Source: an optimization exercise on an open RTL-to-GDS flow (aim: small area). Production flows keep margins and buffers that such runs may drop. The RTL was checked by simulation tests, not by an equivalence proof against the original design. No run shown here takes its clock network from TritonCTS; it comes from the design's own scripts or RTL. The clock input has no modelled driver; a real chip could not lean on it and would need a root buffer or a full tree. Power figures rest on the tool's default switching activity, not on a simulated workload.

### design.v
module pwmblink(
    input  logic clk,
    input  logic rst,
    output logic RGB_R,
    output logic RGB_B,
    output logic RGB_G
);
    logic [7:0]  s;
    localparam logic [14:0] POL   = 15'h5555;
    localparam logic [14:0] LSEED = 15'h62e0;
    localparam logic [14:0] LLAST = 15'h406c;
    localparam logic [14:0] LMASK = 15'h47ff;    
    logic [14:0] q;
    wire  [14:0] l = q ^ POL;
    logic [5:0]  t;
    logic        f;
    logic [1:0]  m;    
    wire step  = ((l & LMASK) == (LLAST & LMASK));
    wire tlast = &(t | 6'b000100);    
    logic [7:0] sc;   
    logic [5:0] tc;   
    always_comb begin
        sc[0] = 1'b1;
        for (int i = 1; i < 8; i++) sc[i] = sc[i-1] & s[i-1];
        tc[0] = step;
        for (int i = 1; i < 6; i++) tc[i] = tc[i-1] & t[i-1];
    end
    always_ff @(posedge clk) begin
        if (rst) begin
            s <= 8'd0;
            t <= 6'd0;
            f <= 1'b0;
            m <= 2'd0;
        end else begin
            s <= s ^ sc;
            if (step & tlast) begin
                t <= 6'd0;
                f <= ~f;
                if (f) m <= {m[0], ~(m[1] | m[0])};
            end else begin
                t <= t ^ tc;
            end
        end
        if (rst | step) q <= LSEED ^ POL;
        else            q <= {l[13:0], l[14] ^ l[0] ^ s[0]} ^ POL;
    end
    logic [7:0] d;
    logic [6:0] dc;
    always_comb begin
        d[1:0] = t[3:2];
        dc[0] = 1'b0;
        for (int i = 0; i < 6; i++) begin
            logic b;
            b = (i < 2) ? t[i+4] : 1'b0;
            d[i+2]  = t[i] ^ b ^ dc[i];
            dc[i+1] = (t[i] & b) | (t[i] & dc[i]) | (b & dc[i]);
        end
    end
    logic [8:0] lt;
    always_comb begin
        lt[0] = 1'b0;
        for (int i = 0; i < 8; i++) begin
            logic e;
            e = d[i] ^ f;
            lt[i+1] = (~s[i] & e) | (~s[i] & lt[i]) | (e & lt[i]);
        end
    end
    wire r = lt[8];      
    wire u = ~&s;        
    wire X = f ? r : u;
    wire Y = f ? u : r;
    assign RGB_R = m[0] ? 1'b0 : m[1] ? Y : X;
    assign RGB_G = m[1] ? 1'b0 : m[0] ? X : Y;
    assign RGB_B = m[0] ? Y : m[1] ? X : 1'b0;
endmodule
### flow/run.sh
#!/bin/bash
# Layout flow: the standard ORFS flow (the standard.sh) with three changes:
#  - synthesis is ORFS's synth through synth_recipe.tcl (so the same registers,
#    -nofsm -noshare, flatten and renames), but without the adder cells and
#    with an area-oriented ABC script: each flow/abc_*.script is tried and the
#    smallest netlist is kept;
#  - the I/O ports get the smallest buffer (buf_1);
#  - the clock "tree" is one inverter pair (flow/one_buf_cts.tcl).
# Each tool's output goes to a log file in this folder.
set -euo pipefail
HERE=$PWD
export ONE_BUF_CELL="sky130_fd_sc_hd__inv_2 sky130_fd_sc_hd__inv_12"

rm -rf "$HERE/myscripts"
cp -r "$FLOW_HOME/scripts" "$HERE/myscripts"
sed -i "s|^log_cmd clock_tree_synthesis .*|source $HERE/flow/one_buf_cts.tcl|" "$HERE/myscripts/cts.tcl"
grep -q one_buf_cts "$HERE/myscripts/cts.tcl"

# synthesis, once per ABC script
names=()
for f in "$HERE"/flow/abc_*.script; do
  n=$(basename "$f" .script)
  names+=("$n")
  rm -rf "$HERE/sd_$n"
  cp -r "$HERE/myscripts" "$HERE/sd_$n"
  cp "$f" "$HERE/sd_$n/abc_area.script"
  make -C "$FLOW_HOME" DESIGN_CONFIG="$HERE/config.mk" WORK_HOME="$HERE/try_$n" \
    CLKGATE_MAP_FILE= SYNTH_SCRIPT="$HERE/synth_recipe.tcl" \
    SCRIPTS_DIR="$HERE/sd_$n" ABC_AREA=1 ADDER_MAP_FILE= synth \
    > "$HERE/synth_$n.log" 2>&1 &
done
wait
best=""
best_area=""
for n in "${names[@]}"; do
  rpt="$HERE/try_$n/reports/$FLOW_PLATFORM/pwmblink/base/synth_stat.txt"
  [[ -f "$rpt" && -f "$HERE/try_$n/results/$FLOW_PLATFORM/pwmblink/base/1_synth.odb" ]] || continue
  a=$(awk '/Chip area/ {print $NF}' "$rpt")
  echo "synthesis with $n: area $a" >> "$HERE/synth_choice.log"
  if [[ -z "$best" ]] || awk -v a="$a" -v b="$best_area" 'BEGIN {exit !(a < b)}'; then
    best=$n
    best_area=$a
  fi
done
echo "kept: $best ($best_area)" >> "$HERE/synth_choice.log"
rm -rf "$HERE/orfs"
mv "$HERE/try_$best" "$HERE/orfs"
for n in "${names[@]}"; do rm -rf "$HERE/try_$n" "$HERE/sd_$n"; done

# the rest of the standard flow
bash standard.sh SCRIPTS_DIR="$HERE/myscripts" \
  "BUFFER_PORTS_ARGS=-buffer_cell sky130_fd_sc_hd__buf_1" \
  finish > "$HERE/layout.log" 2>&1
rm -rf "$HERE/myscripts"
### flow/abc_a6.script
strash
&get -n
&st
&dch
&nf -R 1000
&put
strash
&get -n
&st
&dch
&nf -R 1000
&put
topo
### flow/abc_c4.script
strash
&get -n
&st
&dc2
&dch
&nf -R 1000
&put
strash
&get -n
&st
&dch
&nf -R 1000
&put
topo
### flow/abc_d3.script
strash
&get -n
&st
&deepsyn -T 30
&put
&get -n
&st
&dch
&nf -R 1000
&put
strash
&get -n
&st
&dch
&nf -R 1000
&put
topo
### flow/abc_d5.script
strash
&get -n
&st
&deepsyn -T 30
&put
&get -n
&st
&dch
&nf -R 1000
&put
strash
&get -n
&st
&deepsyn -T 30
&put
&get -n
&st
&dch
&nf -R 1000
&put
topo
### flow/one_buf_cts.tcl
# Clock "tree" of one driver: the clock port drives a chain of cells (a
# buffer, or two inverters) placed at the centre of the flip-flops, and the
# last cell of the chain drives every flip-flop.  ONE_BUF_CELL lists the
# chain's cells, from the port to the flip-flops.
set block [ord::get_db_block]
set db [ord::get_db]
set clk_port [get_full_name [lindex [get_property [lindex [all_clocks] 0] sources] 0]]
set clk_net [[$block findBTerm $clk_port] getNet]
set sinks [$clk_net getITerms]
set sx 0.0
set sy 0.0
set n 0
foreach it $sinks {
  set bb [[$it getInst] getBBox]
  set sx [expr {$sx + ([$bb xMin] + [$bb xMax]) / 2.0}]
  set sy [expr {$sy + ([$bb yMin] + [$bb yMax]) / 2.0}]
  incr n
}
set cx [expr {int($sx / $n)}]
set cy [expr {int($sy / $n)}]
set cells $::env(ONE_BUF_CELL)
puts "one_buf_cts: $n sinks on [$clk_net getName], chain $cells at $cx $cy"
foreach it $sinks { $it disconnect }
set in_net $clk_net
set k 0
foreach cell $cells {
  set master [$db findMaster $cell]
  set inst [odb::dbInst_create $block $master clkbuf_${k}_clk]
  set out_net [odb::dbNet_create $block clknet_${k}_clk]
  $out_net setSigType CLOCK
  set a ""
  set y ""
  foreach mt [$master getMTerms] {
    if {[$mt getSigType] ne "SIGNAL"} { continue }
    if {[$mt getIoType] eq "INPUT"} { set a [$mt getName] } else { set y [$mt getName] }
  }
  [$inst findITerm $a] connect $in_net
  [$inst findITerm $y] connect $out_net
  $inst setLocation $cx $cy
  $inst setPlacementStatus PLACED
  set in_net $out_net
  incr k
}
foreach it $sinks { $it connect $in_net }
$clk_net setSigType CLOCK
global_connect
### standard.sh
#!/bin/bash
# synth_recipe.tcl (not shown) runs the flow's synth.tcl, then flattens the netlist and writes it again
# the make line also repeats each setting of config.mk as NAME=value (left out here)
make -C /OpenROAD-flow-scripts/flow DESIGN_CONFIG=/design/flow/config.mk WORK_HOME=/design/flow/orfs CLKGATE_MAP_FILE= SYNTH_SCRIPT=/design/flow/synth_recipe.tcl "${@:-finish}"
### config.mk
export PLATFORM = sky130hd
export DESIGN_NAME = pwmblink
export DESIGN_NICKNAME = pwmblink
export VERILOG_FILES = /design/flow/design.v
export SDC_FILE = /design/flow/constraint.sdc
export NUM_CORES = 4
export LEC_CHECK = 0
export CAP_MARGIN = 20
export CORE_AREA = 2 2 62 62
export DIE_AREA = 0 0 64 64
export GPL_TIMING_DRIVEN = 0
export SLEW_MARGIN = 20
### constraint.sdc
create_clock -name core_clock -period 40.0 [get_ports {clk}]
set_input_delay 8.0000 -clock core_clock [delete_from_list [all_inputs] [get_ports {clk}]]
set_output_delay 8.0000 -clock core_clock [all_outputs]
set_load 0.01 [all_outputs]
==> key figures, run 1 <==
Floorplan
  • I/O pin count: 5
  • Row cnt: 21
  • Horizontal die dimension: 64 um
  • Chip height: about 64 um
  • Total core area: between 3000 and 4000 sq um
  • Starting Density: 0.367
  • Total die area: about 4000 sq um

Detailed routing
  • First-pass iteration count of the detailed router: 4
  • Post-Route WL: around 2000 um
  • Antenna-violating nets left: 0
  • Total vias in the final route: roughly 950
  • Starting DRT DRC Count: 27
  • WL per Instance: about 11 um
  • Vias per inst: 4.99
  • Remaining design rule violation count: 0

Placed design
  • Hpwl dp: 1490 um
  • Number of port buffers: 4
  • Placer Congestion: approximately 0.72
  • Cell count after placement: around 190

Worst hold path
  • Hold Path Origin: q[11]$_SDFF_PP0_
  • Min-Delay Path Class: flop to flop
  • Cell count of the worst hold path: 1
  • Hold path endpoint: q[12]$_SDFF_PP1_

Timing
  • Slew @ Worst Pin: approximately 0.75 ns
  • Shortest period the worst path allows: 10.36 ns
  • Maximum clock rate: roughly 97 MHz
  • Worst slew margin relative to its limit: 0.502
  • Setup TNS: 0 ns
  • Post-route clock skew: between 0.002 and 0.003 ns
  • Number of setup violations in the final report: 0
  • Unrepaired setup endpoints after global routing: false
  • Final-report hold violation count: 0
  • Slew Viols, Final: 0
  • Final critical-path share of the clock period: 0.259

Synth
  • Count of yosys warnings during synthesis: 1
  • Count of mapped cells out of synthesis: between 100 and 150
  • Number of nets produced by synthesis: 140
  • Avg Inst Size Synth: 9.02 sq um
  • Post-synthesis register bit count: 32
  • Number of distinct library cells after synthesis: 25
  • Sequential cell area fraction in the yosys report: 0.515
  • Cell area after synthesis: 1240 sq um

Power and ir drop
  • IR Drop Worst-Case VDD: roughly 0.014 mV
  • Power density over the cells: 35.8 nW/um^2
  • Total design power: about 0.000048 W
  • Leakage Power: slightly above 0.5 nW

Clock tree
  • Clock latency reported for the late side of the worst-skew pair: about 0.17 ns
  • Cts hold-fix bufs: 0
  • Post-cts repair resize count: 0
  • Clock slew at the register clock pins of the worst setup and hold paths: 0.11 ns
  • Setup fix buffers added after clock tree synthesis: 0

Layout
  • Non-Filler Instances: 190
  • Layout overhead on the synthesized area: 7.44%
  • Commonest cells after routing, fill and taps aside: 32 x dfxtp_1, 23 x nor2_1, 13 x nand2_1
  • Share of final-layout standard cells stronger than drive strength 1: 0.0139
  • Diode count: 0
  • Net count, final: around 150
  • Most frequent standard cell in the layout excluding fill and tap cells: dfxtp_1

Global route
  • Congestion Overflow GR: 0
  • Maximum number of pins on one net before global-route repair: 33
  • Via count of the first global-routing pass: slightly above 900
  • Antenna violations before repair: 0
  • GRT Util Overall: 0.107
  • First-pass GRT wire length: roughly 3800 um

Critical path
  • R2R cell count: 6
  • Reg2Reg Capture Point: m[1]$_SDFFE_PP0P_
  • Reg-to-Reg Start: q[7]$_SDFF_PP1_
  • Maximum net fanout on the critical path: 7
  • Crit path capture type: primary output
  • Required time reported for the critical path endpoint: ~32 ns
  • Data arrival time of the critical path: between 2 and 2.5 ns
  • Flop-to-flop setup slack: between 30 and 40 ns
  • Crit Path Class: flop to primary output
  • Critical Path Source Type: flop

Run status
  • Status: timing/DRC/antenna clean

Run
  • Maximum capacitance violations: 0
cell type report:
| type | instances | area [sq um] |
|---|---|---|
| fill | 336 | 2050 |
| inverter | 2 | 20.0 |
| multi-input combinational | 106 | 604 |
| sequential | 32 | 641 |
| tap | 46 | 57.6 |
| timing repair buffer | 4 | 15.0 |
critical path, stage by stage (launching register included):
cell and delay (ns):
dfxtp_1 0.45, and3_1 0.21, nor2_1 0.04, nor2_1 0.24, nand2_1 0.11, xnor2_1 0.15, o22ai_1 0.14, a21oi_1 0.06
a221oi_1 0.19, o21ai_0 0.20, a211oi_1 0.24, buf_1 0.18
synth_stat cells:
| cell type | instances | area (sq um) |
|---|---|---|
| xnor2_1 | 8 | 70.1 |
| nor3_1 | 10 | 50.1 |
| or2_0 | 2 | 12.5 |
| xor2_1 | 6 | 52.6 |
| o21ai_0 | 2 | 10.0 |
| o22a_1 | 1 | 8.76 |
| and2_0 | 4 | 25.0 |
| nor2_1 | 23 | 86.3 |
| a21oi_1 | 9 | 45.0 |
| dfxtp_1 | 32 | 641 |
| a22o_1 | 1 | 8.76 |
| nand4b_1 | 1 | 8.76 |
| a221oi_1 | 1 | 8.76 |
| or4b_1 | 1 | 10.0 |
| nand3_1 | 2 | 10.0 |
| a211oi_1 | 3 | 22.5 |
| nand2b_1 | 3 | 18.8 |
| a31oi_1 | 1 | 6.26 |
| o21a_1 | 3 | 22.5 |
| nand4_1 | 1 | 6.26 |
| and3_1 | 6 | 37.5 |
| a22oi_1 | 1 | 7.51 |
| nand2_1 | 13 | 48.8 |
| o22ai_1 | 3 | 18.8 |
| and4_1 | 1 | 8.76 |
per-layer routing:
layer,vias to the layer above,global-route usage,part of all wire
met3,2,0.00704,0.014
met1,450,0.149,0.51
met4,0,0.0163,0.013
li1,493,-,-
met2,4,0.184,0.46
met5,-,0,0
logic make-up (layout without fill, tap and decap cells):
| family | count (synthesis) | count (layout) | share of synthesized area |
|---|---|---|---|
| AO/OA/AOI/OAI | 25 | 25 | 0.128 |
| XOR/XNOR | 14 | 14 | 0.0985 |
| flip-flops | 32 | 32 | 0.515 |
| AND/OR/NAND/NOR | 67 | 67 | 0.259 |
| buffers and inverters | 0 | 6 | 0 |
where the power goes:
group / switching (W) / internal [W] / leakage [nW]
Clock: 0.00000973 / 0.00000162 / 0.0115
Sequential: 0.000000943 / 0.0000331 / 0.262
Combinational: 0.00000137 / 0.00000116 / 0.230
Total: 0.0000120 / 0.0000359 / 0.504
how the worst max path moves through the flow:
stage,start,end,depth (start not counted)
after floorplan,t[4]$_SDFF_PP0_,RGB_G,10
after global placement,t[4]$_SDFF_PP0_,RGB_G,11
after detailed placement,t[4]$_SDFF_PP0_,RGB_R,11
after CTS,t[4]$_SDFF_PP0_,RGB_R,11
after global routing,t[4]$_SDFF_PP0_,RGB_R,11
final,t[4]$_SDFF_PP0_,RGB_R,11
sequential cells by signal, indices dropped and copies added, names as in the netlist:
name / cells
q: 15
s: 8
t: 6
m: 2
f: 1
per-stage QoR:
stage          instance area (sq um)  setup slack, ns  hold slack [ns]   util
2_1_floorplan                   1240            30.08            0.343      -
3_3_place_gp                    1320            29.89            0.344  0.389
3_5_place_dp                    1320            29.84            0.355  0.389
4_1_cts                         1340            29.83            0.356  0.395
5_1_grt                         1340            29.33            0.394  0.395
6_report                        1340            29.64            0.379  0.395
==> run 2: changes to the inputs <==
--- a/flow/run.sh
+++ b/flow/run.sh
@@ -17,9 +17,7 @@
 grep -q one_buf_cts "$HERE/myscripts/cts.tcl"
 
-# synthesis, once per ABC script
-names=()
-for f in "$HERE"/flow/abc_*.script; do
+synth_try() {
+  local f=$1 n
   n=$(basename "$f" .script)
-  names+=("$n")
   rm -rf "$HERE/sd_$n"
   cp -r "$HERE/myscripts" "$HERE/sd_$n"
@@ -28,5 +26,13 @@
     CLKGATE_MAP_FILE= SYNTH_SCRIPT="$HERE/synth_recipe.tcl" \
     SCRIPTS_DIR="$HERE/sd_$n" ABC_AREA=1 ADDER_MAP_FILE= synth \
-    > "$HERE/synth_$n.log" 2>&1 &
+    > "$HERE/synth_$n.log" 2>&1 || true
+}
+names=()
+running=0
+for f in "$HERE"/flow/abc_*.script; do
+  names+=("$(basename "$f" .script)")
+  synth_try "$f" &
+  running=$((running + 1))
+  if (( running >= 4 )); then wait -n || true; running=$((running - 1)); fi
 done
 wait
==> flow/abc_f4.script (new file) <==
strash
&get -n
&st
&deepsyn -T 30
&put
&get -n
&st
&dch
&nf -R 1000 -a
&put
strash
&get -n
&st
&deepsyn -T 30
&put
&get -n
&st
&dch
&nf -R 1000
&put
topo
==> flow/abc_g1.script (new file) <==
strash
&get -n
&st
&deepsyn -T 30
&put
&get -n
&st
&dch
&nf -R 1000 -C 32 -F 8 -A 8 -p
&put
strash
&get -n
&st
&deepsyn -T 30
&put
&get -n
&st
&dch
&nf -R 1000 -C 32 -F 8 -A 8 -p
&put
topo
==> flow/abc_g2.script (new file) <==
strash
&get -n
&st
&deepsyn -T 30
&put
&get -n
&st
&dch
&nf -R 1000 -C 32 -F 8 -A 8 -p -a
&put
strash
&get -n
&st
&deepsyn -T 30
&put
&get -n
&st
&dch
&nf -R 1000 -C 32 -F 8 -A 8 -p -a
&put
topo
==> flow/abc_g4.script (new file) <==
strash
&get -n
&st
&deepsyn -T 30
&put
&get -n
&st
&dch
&nf -R 1000 -C 32 -F 8 -A 8 -p
&put
strash
&get -n
&st
&dch
&nf -R 1000 -C 32 -F 8 -A 8 -p
&put
strash
&get -n
&st
&dch
&nf -R 1000 -C 32 -F 8 -A 8 -p
&put
topo
removed: flow/abc_d3.script
==> run 2 against run 1 <==
Against the previous run:
- routed wire length down 3.2%
- register-to-register slack worse by 0.15 ns
- clock power barely moved
- global-route usage fell by 0.99 points
- maximum frequency down 0.40%
- setup slack lost 0.042 ns
- critical path depth unchanged
- largest power group unchanged
- final cell count shrank 1.1%
- worst hold slack got worse by 0.0057 ns
==> key figures, run 2 <==
Power and ir drop
  • Total design power: 0.0000483 W (+0.69%)
  • IR Drop Worst-Case VDD: 0.0152 mV (+5.0%)
  • Leakage Power: 0.494 nW (-2.0%)
  • Power density over the cells: 36.2 nW/um^2 (+0.98%)

Critical path
  • Cell seen most often among critical-path stages: nor2_1
  • Crit Path Class: flop to primary output
  • Number of buffer and inverter instances along the worst setup path: 1 (unchanged)
  • Cell type of the slowest stage on the worst timing path: dfxtp_1
  • CP delay by family, top: compound AO/OA/AOI/OAI gates
  • Required time reported for the critical path endpoint: 32.00 ns (about the same)
  • Delay of the slowest critical-path stage: 0.47 ns (+0.02 ns)
  • Critical Path Source Type: flop
  • Sequence of cells on the critical path: and3_1 -> nor2_1 -> nor2_1 -> nand2_1 -> xnor2_1 -> o22ai_1 -> a21oi_1 -> a221oi_1 -> o21ai_0 -> a211oi_1 -> buf_1
  • Crit path capture type: primary output
  • Total stage count of the critical path: 11 (unchanged)
  • R2R cell count: 7 (+1)
  • Data arrival time of the critical path: 2.40 ns (+0.04 ns)
  • Maximum net fanout on the critical path: 7 (unchanged)

Synth
  • Number of nets produced by synthesis: 138 (-1.4%)
  • Share of flip-flops with an asynchronous set or reset: 0 (unchanged)
  • Post-synthesis register bit count: 32 (unchanged)
  • Compound-gate portion of the synthesized area: 0.148 (+0.0205)
  • Number of distinct library cells after synthesis: 25 (unchanged)
  • Count leader, synth: dfxtp_1
  • Number of synthesized flops with an enable pin: 0 (unchanged)
  • Dominant combinational cell family by area after synthesis: simple AND/OR/NAND/NOR gates
  • Cell type contributing the most total cell area after synthesis: dfxtp_1
  • Dominant cells by area after synthesis: dfxtp_1 52%, xnor2_1 5.6%, a21oi_1 5.2%, nor2_1 5.1%, nand2_1 4.2%
  • Sequential cell area fraction in the yosys report: 0.516 (+0.00156)
  • Count of yosys warnings during synthesis: 1 (unchanged)
  • Simple-Gate Fraction of Synth Area: 0.237 (-0.0224)
  • Xor and xnor area share after synthesis: 0.0988 (+0.000298)
  • Avg Inst Size Synth: 9.13 sq um (+1.2%)
  • Post-synth top cells: 32 x dfxtp_1, 17 x nor2_1, 14 x nand2_1
  • Count of mapped cells out of synthesis: 136 (-1.4%)
  • Main flop type after synthesis: dfxtp_1
  • Share of cell area taken by muxes after synthesis: 0 (unchanged)
  • Adder-Cell Fraction of Synth Area: 0 (unchanged)
  • Share of the synthesized area in the top cell type: 0.516 (+0.00156)
  • Cell area after synthesis: 1240 sq um (-0.30%)

Detailed routing
  • Vias per inst: 4.85 (-2.9%)
  • Remaining design rule violation count: 0 (unchanged)
  • Starting DRT DRC Count: 14 (-48%)
  • Post-Route WL: 1940 um (-3.2%)
  • WL per Instance: 10.3 um (-2.2%)
  • Antenna-violating nets left: 0 (unchanged)
  • First-pass iteration count of the detailed router: 4 (unchanged)
  • Total vias in the final route: 912 (-3.9%)

Timing
  • Final critical-path share of the clock period: 0.260 (+0.00105)
  • Unrepaired setup endpoints after global routing: false
  • Shortest period the worst path allows: 10.40 ns (+0.0418 ns)
  • Worst slew margin relative to its limit: 0.431 (-0.0711)
  • Slack of the critical path: 29.60 ns (-0.0418 ns)
  • Maximum clock rate: 96.2 MHz (-0.40%)
  • Setup TNS: 0 ns (unchanged)
  • Final-report hold violation count: 0 (unchanged)
  • Worst hold slack across all endpoints: 0.374 ns (-0.00571 ns)
  • Slew Viols, Final: 0 (unchanged)
  • Post-route clock skew: 0.0113 ns (+0.00851 ns)
  • Number of setup violations in the final report: 0 (unchanged)
  • Slew @ Worst Pin: 0.853 ns (+0.107 ns)

Placed design
  • Number of port buffers: 4 (unchanged)
  • Worst slack at placement: 29.78 ns (-0.0548 ns)
  • Hpwl dp: 1450 um (-3.1%)
  • Placer Congestion: 0.746 (+3.0%)

Clock tree
  • Clock slew at the register clock pins of the worst setup and hold paths: 0.11 ns (about the same)
  • Post-cts repair resize count: 0 (unchanged)
  • Clock latency reported for the late side of the worst-skew pair: 0.17 ns (about the same)
  • Setup fix buffers added after clock tree synthesis: 0 (unchanged)
  • Cts hold-fix bufs: 0 (unchanged)

Layout
  • Biggest regs: q: 15 flops, s: 8 flops, t: 6 flops
  • Combined area of the multi-input logic cells: 601 sq um (-0.62%)
  • Number of flip-flops in the largest register: 15 (unchanged)
  • Layout overhead on the synthesized area: 7.46% (about the same)
  • Final cell utilization of the core: 0.394 (-0.00111)
  • Register name with the most flops: q
  • Share of final-layout standard cells stronger than drive strength 1: 0.0141 (+0.000196)
  • Most frequent standard cell in the layout excluding fill and tap cells: dfxtp_1
  • Net count, final: 146 (-1.4%)
  • Fillcell total: 344 (+2.4%)
  • Sequential cell area: 641 sq um (unchanged)
  • Commonest cells after routing, fill and taps aside: 32 x dfxtp_1, 17 x nor2_1, 14 x nand2_1
  • Diode count: 0 (unchanged)

Floorplan
  • Horizontal die dimension: 64 um (unchanged)
  • Total core area: 3390 sq um (unchanged)
  • Chip height: 64 um (unchanged)
  • I/O pin count: 5 (unchanged)
  • Row cnt: 21 (unchanged)
  • Starting Density: 0.366 (-0.00111)
  • Total die area: 4100 sq um (unchanged)

Run status
  • Status: timing/DRC/antenna clean

Global route
  • GRT Util Overall: 0.0966 (-0.00991)
  • First-pass GRT wire length: 3460 um (-9.2%)
  • Congestion Overflow GR: 0 (unchanged)
  • Antenna violations before repair: 0 (unchanged)
  • Via count of the first global-routing pass: 866 (-5.0%)
  • Maximum number of pins on one net before global-route repair: 33 (unchanged)

Worst hold path
  • Min-Delay Path Class: flop to flop
  • Cell count of the worst hold path: 1 (unchanged)

Run
  • Maximum capacitance violations: 0 (unchanged)
## run 2: cell count changes in the layout (fill, tap and decap cells not counted), moves of 2 or more
cell / change
and2_0: -2
nor2_1: -6
nand3_1: +2
o21a_1: +2
a21oi_1: +4
## run 2: where the power goes
part,switching [W],internal (W),leakage (nW),total [W]
logic,0.00000136,0.00000118,0.220,0.00000254
registers,0.000000916,0.0000331,0.262,0.0000340
clock network,0.0000101,0.00000162,0.0115,0.0000117
## run 2: kinds of logic (layout without fill, tap and decap cells)
logic type / count (synthesis) / after routing
buf+inv: 0 / 6
compound gates: 29 / 29
flops: 32 / 32
xor+xnor: 14 / 14
simple gates: 61 / 61
## run 2: routing by layer
metal  routed length (um)  GRT usage  vias up
met5                    0          0        -
met4                   19     0.0136        0
met3                   24    0.00704        2
met2                  882      0.178        1
met1                 1020      0.125      417
li1                     -          -      492
## run 2: final timing paths
path | from | to | slack (ns)
hold / removal | q[12]$_SDFF_PP1_ | q[13]$_SDFF_PP1_ | 0.37
setup / recovery | t[4]$_SDFF_PP0_ | RGB_R | 29.60
setup reg to reg | q[7]$_SDFF_PP1_ | m[1]$_SDFFE_PP0P_ | 37.54
hold reg to reg | q[12]$_SDFF_PP1_ | q[13]$_SDFF_PP1_ | 0.37
## run 2: layout make-up
class	count	area share
multi-input combinational	104	0.450
inverter	2	0.0150
sequential	32	0.480
timing repair buffer	4	0.0113
tap	46	0.0432
## run 2: stage by stage
stage | instances | instance area, sq um
floorplan | 136 | 1240
global placement | 186 | 1310
detailed placement | 186 | 1310
CTS | 188 | 1330
global route | 188 | 1330
finish | 188 | 1330
==> run 3: changes to the inputs <==
--- a/design.v
+++ b/design.v
@@ -8,7 +8,7 @@
     logic [7:0]  s;
     localparam logic [14:0] POL   = 15'h5555;
-    localparam logic [14:0] LSEED = 15'h62e0;
-    localparam logic [14:0] LLAST = 15'h406c;
-    localparam logic [14:0] LMASK = 15'h47ff;    
+    localparam logic [14:0] LSEED = 15'h500e;
+    localparam logic [14:0] LLAST = 15'h6faa;
+    localparam logic [14:0] LMASK = 15'h2aff;    
     logic [14:0] q;
     wire  [14:0] l = q ^ POL;
@@ -16,5 +16,5 @@
     logic        f;
     logic [1:0]  m;    
-    wire step  = ((l & LMASK) == (LLAST & LMASK));
+    wire step  = ((l & LMASK) == (LLAST & LMASK)) & s[0];
     wire tlast = &(t | 6'b000100);    
     logic [7:0] sc;   
==> run 3 against run 2 <==
Against the previous run:
- setup slack got worse by 0.074 ns
- first-iteration DRC count increased by 43%
- clock skew decreased by 0.0089 ns
- register-to-register slack improved by 0.37 ns
- largest power group unchanged
- highest routed layer unchanged
- area after synthesis decreased by 0.30%
- final area decreased by 0.28%
- combinational power decreased by 25%
- clock power about the same
- sequential power about the same
- critical path depth increased by 1
==> key figures, run 3 <==
Detailed routing
  • Remaining design rule violation count: 0 (unchanged)
  • Starting DRT DRC Count: 20 (+6)
  • WL per Instance: 10.5 um (+1.6%)
  • Total vias in the final route: 944 (+3.5%)
  • Vias per inst: 4.97 (+2.4%)
  • Antenna-violating nets left: 0 (unchanged)
  • First-pass iteration count of the detailed router: 4 (unchanged)
  • Post-Route WL: 1990 um (+2.7%)

Critical path
  • Delay of the slowest critical-path stage: 0.59 ns (+0.12 ns)
  • Required time reported for the critical path endpoint: 32.00 ns (about the same)
  • Sequence of cells on the critical path: xor2_1 -> xnor2_1 -> nor2_1 -> a21oi_1 -> a21oi_1 -> a21oi_1 -> a21oi_1 -> nor2_1 -> a221oi_1 -> o21ai_0 -> a211oi_1 -> buf_1
  • Cell seen most often among critical-path stages: a21oi_1
  • Crit Path Class: flop to primary output
  • Critical Path Source Type: flop
  • Data arrival time of the critical path: 2.47 ns (+0.07 ns)
  • Crit path capture type: primary output
  • Cell type of the slowest stage on the worst timing path: dfxtp_1
  • Maximum net fanout on the critical path: 9 (+2)

Layout
  • Share of final-layout standard cells stronger than drive strength 1: 0.0139 (-0.000196)
  • Diode count: 0 (unchanged)
  • Commonest cells after routing, fill and taps aside: 32 x dfxtp_1, 22 x nor2_1, 18 x a21oi_1
  • Most frequent standard cell in the layout excluding fill and tap cells: dfxtp_1
  • Register name with the most flops: q
  • Biggest regs: q: 15 flops, s: 8 flops, t: 6 flops
  • Net count, final: 148 (+1.4%)
  • Layout overhead on the synthesized area: 7.48% (about the same)
  • Number of flip-flops in the largest register: 15 (unchanged)

Placed design
  • Hpwl dp: 1470 um (+1.6%)
  • Number of port buffers: 4 (unchanged)
  • Placer Congestion: 0.724 (-3.0%)

Synth
  • Post-synth top cells: 32 x dfxtp_1, 22 x nor2_1, 18 x a21oi_1
  • Number of nets produced by synthesis: 140 (+1.4%)
  • Cell area after synthesis: 1240 sq um (-0.30%)
  • Main flop type after synthesis: dfxtp_1
  • Post-synthesis register bit count: 32 (unchanged)
  • Dominant cells by area after synthesis: dfxtp_1 52%, a21oi_1 7.3%, nor2_1 6.7%, xnor2_1 6.4%, xor2_1 4.2%
  • Count of mapped cells out of synthesis: 138 (+1.5%)
  • Number of distinct library cells after synthesis: 20 (-20%)
  • Share of flip-flops with an asynchronous set or reset: 0 (unchanged)
  • Count leader, synth: dfxtp_1
  • Share of the synthesized area in the top cell type: 0.518 (+0.00157)
  • Sequential cell area fraction in the yosys report: 0.518 (+0.00157)
  • Count of yosys warnings during synthesis: 1 (unchanged)
  • Cell type contributing the most total cell area after synthesis: dfxtp_1
  • Avg Inst Size Synth: 8.97 sq um (-1.7%)
  • Number of synthesized flops with an enable pin: 0 (unchanged)

Timing
  • Final critical-path share of the clock period: 0.262 (+0.00186)
  • Slew @ Worst Pin: 0.859 ns (+0.00625 ns)
  • Post-route clock skew: 0.00244 ns (-0.00889 ns)
  • Unrepaired setup endpoints after global routing: false
  • Number of setup violations in the final report: 0 (unchanged)
  • Final-report hold violation count: 0 (unchanged)
  • Worst slew margin relative to its limit: 0.427 (-0.00417)
  • Maximum clock rate: 95.5 MHz (-0.71%)
  • Setup TNS: 0 ns (unchanged)
  • Shortest period the worst path allows: 10.47 ns (+0.0745 ns)
  • Slew Viols, Final: 0 (unchanged)
  • Worst hold slack across all endpoints: 0.393 ns (+0.0197 ns)

Global route
  • Via count of the first global-routing pass: 906 (+4.6%)
  • GRT Util Overall: 0.102 (+0.00544)
  • Maximum number of pins on one net before global-route repair: 33 (unchanged)
  • First-pass GRT wire length: 3650 um (+5.6%)
  • Antenna violations before repair: 0 (unchanged)
  • Congestion Overflow GR: 0 (unchanged)

Clock tree
  • Setup fix buffers added after clock tree synthesis: 0 (unchanged)
  • Clock latency reported for the late side of the worst-skew pair: 0.17 ns (about the same)
  • Cts hold-fix bufs: 0 (unchanged)
  • Clock slew at the register clock pins of the worst setup and hold paths: 0.11 ns (about the same)
  • Post-cts repair resize count: 0 (unchanged)

Power and ir drop
  • Portion of total power attributed to the clock network: 0.243 (about the same)
  • Power density over the cells: 35.4 nW/um^2 (-2.1%)
  • Internal Dissipation: 0.0000354 W (-1.4%)
  • Seq pwr share: 0.717 (+0.012)
  • Switching share of power: 0.248 (-0.00730)
  • IR Drop Worst-Case VDD: 0.0120 mV (-21%)
  • Combinational share of power: 0.040 (-0.013)
  • Switching power summed over all nets: 0.0000117 W (-5.1%)
  • Leakage Power: 0.501 nW (+1.5%)

Floorplan
  • I/O pin count: 5 (unchanged)
  • Horizontal die dimension: 64 um (unchanged)
  • Total core area: 3390 sq um (unchanged)
  • Total die area: 4100 sq um (unchanged)
  • Chip height: 64 um (unchanged)
  • Starting Density: 0.365 (-0.00111)
  • Row cnt: 21 (unchanged)

Worst hold path
  • Min-Delay Path Class: flop to flop

Run
  • Maximum capacitance violations: 0 (unchanged)

Run status
  • Status: timing/DRC/antenna clean
-- run 3: changes by cell type after synthesis, sizes merged, moves of 2 or more --
cell,before,now
nand4,1,4
nand2,14,12
nand2b,3,1
nor3,10,7
a21oi,13,18
nor2,17,22
-- run 3: worst paths after layout --
check	slack [ns]	cells past startpoint	start	endpoint
worst max-delay path	29.53	12	f$_SDFFE_PP0P_	RGB_R
worst min-delay path	0.39	1	q[7]$_SDFF_PP0_	q[8]$_SDFF_PP1_
worst max register to register	37.91	7	s[0]$_SDFF_PP0_	t[2]$_SDFF_PP0_
worst min register to register	0.39	1	q[7]$_SDFF_PP0_	q[8]$_SDFF_PP1_
-- run 3: power groups by stage --
stage                     registers [W]  clock network, W   logic [W]
after floorplan               0.0000343                 0  0.00000140
after global placement        0.0000345                 0  0.00000185
after detailed placement      0.0000345                 0  0.00000190
after CTS                     0.0000345        0.00000904  0.00000193
after global routing          0.0000339         0.0000132  0.00000215
final                         0.0000338         0.0000115  0.00000190
-- run 3: logic make-up (layout without fill, tap and decap cells) --
| kind of cell | count (synthesis) | after routing | synth area share |
|---|---|---|---|
| simple gates | 58 | 58 | 0.214 |
| compound gates | 33 | 33 | 0.162 |
| flops | 32 | 32 | 0.518 |
| xor+xnor | 15 | 15 | 0.106 |
| buf+inv | 0 | 6 | 0 |
-- run 3: stage by stage --
step	instances	total power (W)	area (sq um)	setup slack, ns	utilization
floorplan	138	0.0000357	1240	29.97	-
global placement	188	0.0000363	1310	29.77	0.386
detailed placement	188	0.0000364	1310	29.73	0.386
CTS	190	0.0000455	1330	29.70	0.392
global route	190	0.0000493	1330	29.18	0.392
finish	190	0.0000471	1330	29.53	0.392
-- run 3: final cells by class --
cell class,instances,area (sq um)
Sequential cell,32,641
Multi-Input combinational cell,106,597
Tap cell,46,57.6
Fill cell,347,2060
Inverter,2,20.0
Timing Repair Buffer,4,15.0
-- run 3: per-layer routing --
| layer | wire [um] | vias to the layer above | GRT usage |
|---|---|---|---|
| li1 | - | 498 | - |
| met1 | 997 | 438 | 0.130 |
| met2 | 949 | 6 | 0.193 |
| met3 | 18 | 2 | 0.00528 |
| met4 | 27 | 0 | 0.0136 |
| met5 | 0 | - | 0 |
-- run 3: critical path: cells and delay by family, from the launching register on --
kind	cells	cell delay, ns
xor+xnor	2	0.42
simple gates	2	0.16
compound gates	7	0.97
flops	1	0.59
buf+inv	1	0.18
==> run 4: changes to the inputs <==
==> flow/abc_h1.script (new file) <==
strash
&get -n
&st
&deepsyn -T 60 -S 1
&put
&get -n
&st
&dch
&nf -R 1000 -C 32 -F 8 -A 8 -p
&put
strash
&get -n
&st
&deepsyn -T 60 -S 1
&put
&get -n
&st
&dch
&nf -R 1000 -C 32 -F 8 -A 8 -p
&put
topo
==> flow/abc_h5.script (new file) <==
strash
&get -n
&st
&deepsyn -T 60 -S 5
&put
&get -n
&st
&dch
&nf -R 1000 -C 32 -F 8 -A 8 -p
&put
strash
&get -n
&st
&deepsyn -T 60 -S 5
&put
&get -n
&st
&dch
&nf -R 1000 -C 32 -F 8 -A 8 -p
&put
topo
==> flow/abc_h6.script (new file) <==
strash
&get -n
&st
&deepsyn -T 60 -S 6
&put
&get -n
&st
&dch
&nf -R 1000 -C 32 -F 8 -A 8 -p
&put
strash
&get -n
&st
&deepsyn -T 60 -S 6
&put
&get -n
&st
&dch
&nf -R 1000 -C 32 -F 8 -A 8 -p
&put
topo
==> run 4 against run 3 <==
Against the previous run:
- combinational power barely moved
- worst hold slack got worse by 0.0022 ns
- flip-flop and latch count stayed put
- maximum frequency fell by 1.4%
- die area stayed put
- routed wire length rose by 1.8%
==> key figures, run 4 <==
Run status
  • Status: timing/DRC/antenna clean

Timing
  • Slew Viols, Final: 0 (unchanged)
  • Unrepaired setup endpoints after global routing: false
  • Final critical-path share of the clock period: 0.265 (+0.00360)
  • Number of setup violations in the final report: 0 (unchanged)
  • Slew @ Worst Pin: 0.900 ns (+0.0407 ns)
  • Final-report hold violation count: 0 (unchanged)
  • Post-route clock skew: 0.00155 ns (-0.000892 ns)
  • Shortest period the worst path allows: 10.62 ns (+0.144 ns)
  • Maximum clock rate: 94.2 MHz (-1.4%)
  • Setup TNS: 0 ns (unchanged)
  • Slack of the critical path: 29.38 ns (-0.144 ns)
  • Worst slew margin relative to its limit: 0.400 (-0.0271)

Layout
  • Biggest regs: q: 15 flops, s: 8 flops, t: 6 flops
  • Layout overhead on the synthesized area: 7.52% (about the same)
  • Register name with the most flops: q
  • Number of flip-flops in the largest register: 15 (unchanged)
  • Final cell utilization of the core: 0.391 (-0.00185)
  • Net count, final: 143 (-3.4%)
  • Commonest cells after routing, fill and taps aside: 32 x dfxtp_1, 19 x nor2_1, 13 x a21oi_1
  • Diode count: 0 (unchanged)
  • Non-Filler Instances: 185 (-2.6%)
  • Most frequent standard cell in the layout excluding fill and tap cells: dfxtp_1
  • Share of final-layout standard cells stronger than drive strength 1: 0.0144 (+0.000500)

Synth
  • Number of synthesized flops with an enable pin: 0 (unchanged)
  • Adder-Cell Fraction of Synth Area: 0.00813 (+0.00813)
  • Sequential cell area fraction in the yosys report: 0.520 (+0.00263)
  • Cell type contributing the most total cell area after synthesis: dfxtp_1
  • Xor and xnor area share after synthesis: 0.107 (+0.000539)
  • Number of distinct library cells after synthesis: 26 (+30%)
  • Dominant combinational cell family by area after synthesis: simple AND/OR/NAND/NOR gates
  • Count of yosys warnings during synthesis: 1 (unchanged)
  • Compound-gate portion of the synthesized area: 0.158 (-0.00426)
  • Avg Inst Size Synth: 9.26 sq um (+3.2%)
  • Post-synthesis register bit count: 32 (unchanged)
  • Share of flip-flops with an asynchronous set or reset: 0 (unchanged)
  • Simple-Gate Fraction of Synth Area: 0.207 (-0.00704)
  • Number of nets produced by synthesis: 135 (-3.6%)
  • Count leader, synth: dfxtp_1
  • Cell area after synthesis: 1230 sq um (-0.51%)
  • Share of the synthesized area in the top cell type: 0.520 (+0.00263)
  • Share of cell area taken by muxes after synthesis: 0 (unchanged)
  • Count of mapped cells out of synthesis: 133 (-3.6%)
  • Dominant cells by area after synthesis: dfxtp_1 52%, xnor2_1 6.4%, nor2_1 5.8%, a21oi_1 5.3%, xor2_1 4.3%
  • Post-synth top cells: 32 x dfxtp_1, 19 x nor2_1, 13 x a21oi_1
  • Main flop type after synthesis: dfxtp_1

Critical path
  • Data arrival time of the critical path: 2.62 ns (+0.15 ns)
  • Maximum net fanout on the critical path: 8 (-1)
  • Crit path capture type: primary output
  • Crit Path Class: flop to primary output
  • Critical Path Source Type: flop
  • Required time reported for the critical path endpoint: 32.00 ns (about the same)

Run
  • Maximum capacitance violations: 0 (unchanged)

Clock tree
  • Cts hold-fix bufs: 0 (unchanged)
  • Setup fix buffers added after clock tree synthesis: 0 (unchanged)
  • Clock latency reported for the late side of the worst-skew pair: 0.16 ns (about the same)
  • Post-cts repair resize count: 0 (unchanged)
  • Clock slew at the register clock pins of the worst setup and hold paths: 0.11 ns (about the same)

Global route
  • Via count of the first global-routing pass: 868 (-4.2%)
  • Congestion Overflow GR: 0 (unchanged)
  • Maximum number of pins on one net before global-route repair: 33 (unchanged)
  • GRT Util Overall: 0.100 (-0.00156)
  • First-pass GRT wire length: 3570 um (-2.1%)
  • Antenna violations before repair: 0 (unchanged)

Placed design
  • Placer Congestion: 0.753 (+4.1%)
  • Cell count after placement: 183 (-2.7%)
  • Number of port buffers: 4 (unchanged)
  • Worst slack at placement: 29.58 ns (-0.157 ns)
  • Hpwl dp: 1500 um (+2.2%)

Detailed routing
  • Top routing layer used: met4
  • First-pass iteration count of the detailed router: 4 (unchanged)
  • Remaining design rule violation count: 0 (unchanged)
  • Vias per inst: 4.99 (+0.53%)
  • Wire length on met2: 983 um (+3.6%)
  • WL per Instance: 11.0 um (+4.5%)
  • M1 WL: 1000 um (+0.40%)
  • Post-Route WL: 2030 um (+1.8%)
  • Starting DRT DRC Count: 19 (-5.0%)
  • Antenna-violating nets left: 0 (unchanged)
  • Total vias in the final route: 924 (-2.1%)
  • Met3 wire length: 15 um (-17%)

Power and ir drop
  • Leakage Power: 0.486 nW (-3.0%)
  • IR Drop Worst-Case VDD: 0.0199 mV (+66%)
  • Power density over the cells: 35.6 nW/um^2 (+0.48%)

Floorplan
  • Chip height: 64 um (unchanged)
  • Total die area: 4100 sq um (unchanged)
  • Row cnt: 21 (unchanged)
  • Total core area: 3390 sq um (unchanged)
  • I/O pin count: 5 (unchanged)
  • Starting Density: 0.363 (-0.00185)
  • Horizontal die dimension: 64 um (unchanged)

Worst hold path
  • Min-Delay Path Class: flop to flop
-- run 4: final timing paths --
check / endpoint / depth (start not counted) / slack [ns] / startpoint
worst max-delay path: RGB_R / 10 / 29.38 / f$_SDFFE_PP0P_
worst min-delay path: q[9]$_SDFF_PP0_ / 1 / 0.39 / q[8]$_SDFF_PP1_
worst max register to register: m[0]$_SDFFE_PP0P_ / 7 / 37.70 / s[0]$_SDFF_PP0_
worst min register to register: q[9]$_SDFF_PP0_ / 1 / 0.39 / q[8]$_SDFF_PP1_
-- run 4: logic make-up after synthesis --
logic type	Yosys count
flops	32
compound gates	31
xor+xnor	15
simple gates	54
fa+ha+maj	1
-- run 4: critical path: stages (launching register included) --
cell      delay, ns
dfxtp_1        0.56
xnor2_1        0.19
o22ai_1        0.18
nand2_1        0.09
a22oi_1        0.18
a21oi_1        0.09
a221oi_1       0.21
o21ai_0        0.13
maj3_1         0.40
a211oi_1       0.23
buf_1          0.18
-- run 4: area by class of cell --
class	count	area, sq um
multi-input cells	101	591
flip-flops and latches	32	641
inverters	2	20.0
repair buffers	4	15.0
well taps	46	57.6
fillers	348	2070
-- run 4: routing by layer --
layer / vias to the layer above / global-route usage
met3: 2 / 0.00528
met5: - / 0
li1: 485 / -
met2: 2 / 0.184
met1: 435 / 0.134
met4: 0 / 0.0109
-- run 4: power by group --
part | switching [W] | internal (W)
Clock | 0.00000978 | 0.00000163
Sequential | 0.000000853 | 0.0000330
Combinational | 0.00000105 | 0.000000885
-- run 4: through the flow --
step                total power [W]  instance area (sq um)  hold slack (ns)
detailed placement        0.0000365                   1300            0.370
CTS                       0.0000456                   1320            0.371
floorplan                 0.0000357                   1230            0.358
global placement          0.0000364                   1300            0.363
global route              0.0000496                   1320            0.406
finish                    0.0000472                   1320            0.391

## port drivers added, routing unchanged
The results above use ideal ports. As a check the final layouts listed here were re-extracted and re-timed, cells and wires unchanged.
Step 1, drivers: a clkbuf_16 drives clk and a buf_2 each remaining input, both assumed.
Step 2 moves the port delays by t, midway between the first and last clock arrival at a register: inputs arrive t later, outputs are due t later. That takes back most of the time a late clock gives input paths.
a / b / c = no drivers / after step 1 / after step 2; a / b = the first two.
| run | t, ns | setup slack, ns | worst data-port slew with drivers (ns) |
|---|---|---|---|
| run 1 | 0.191 | 29.642 / 29.614 / 29.805 | 0.03 |
| run 2 | 0.196 | 29.600 / 29.573 / 29.769 | 0.03 |
| run 3 | 0.191 | 29.525 / 29.499 / 29.690 | 0.03 |
| run 4 | 0.189 | 29.381 / 29.356 / 29.544 | 0.03 |
After both steps every run listed still meets setup and hold.
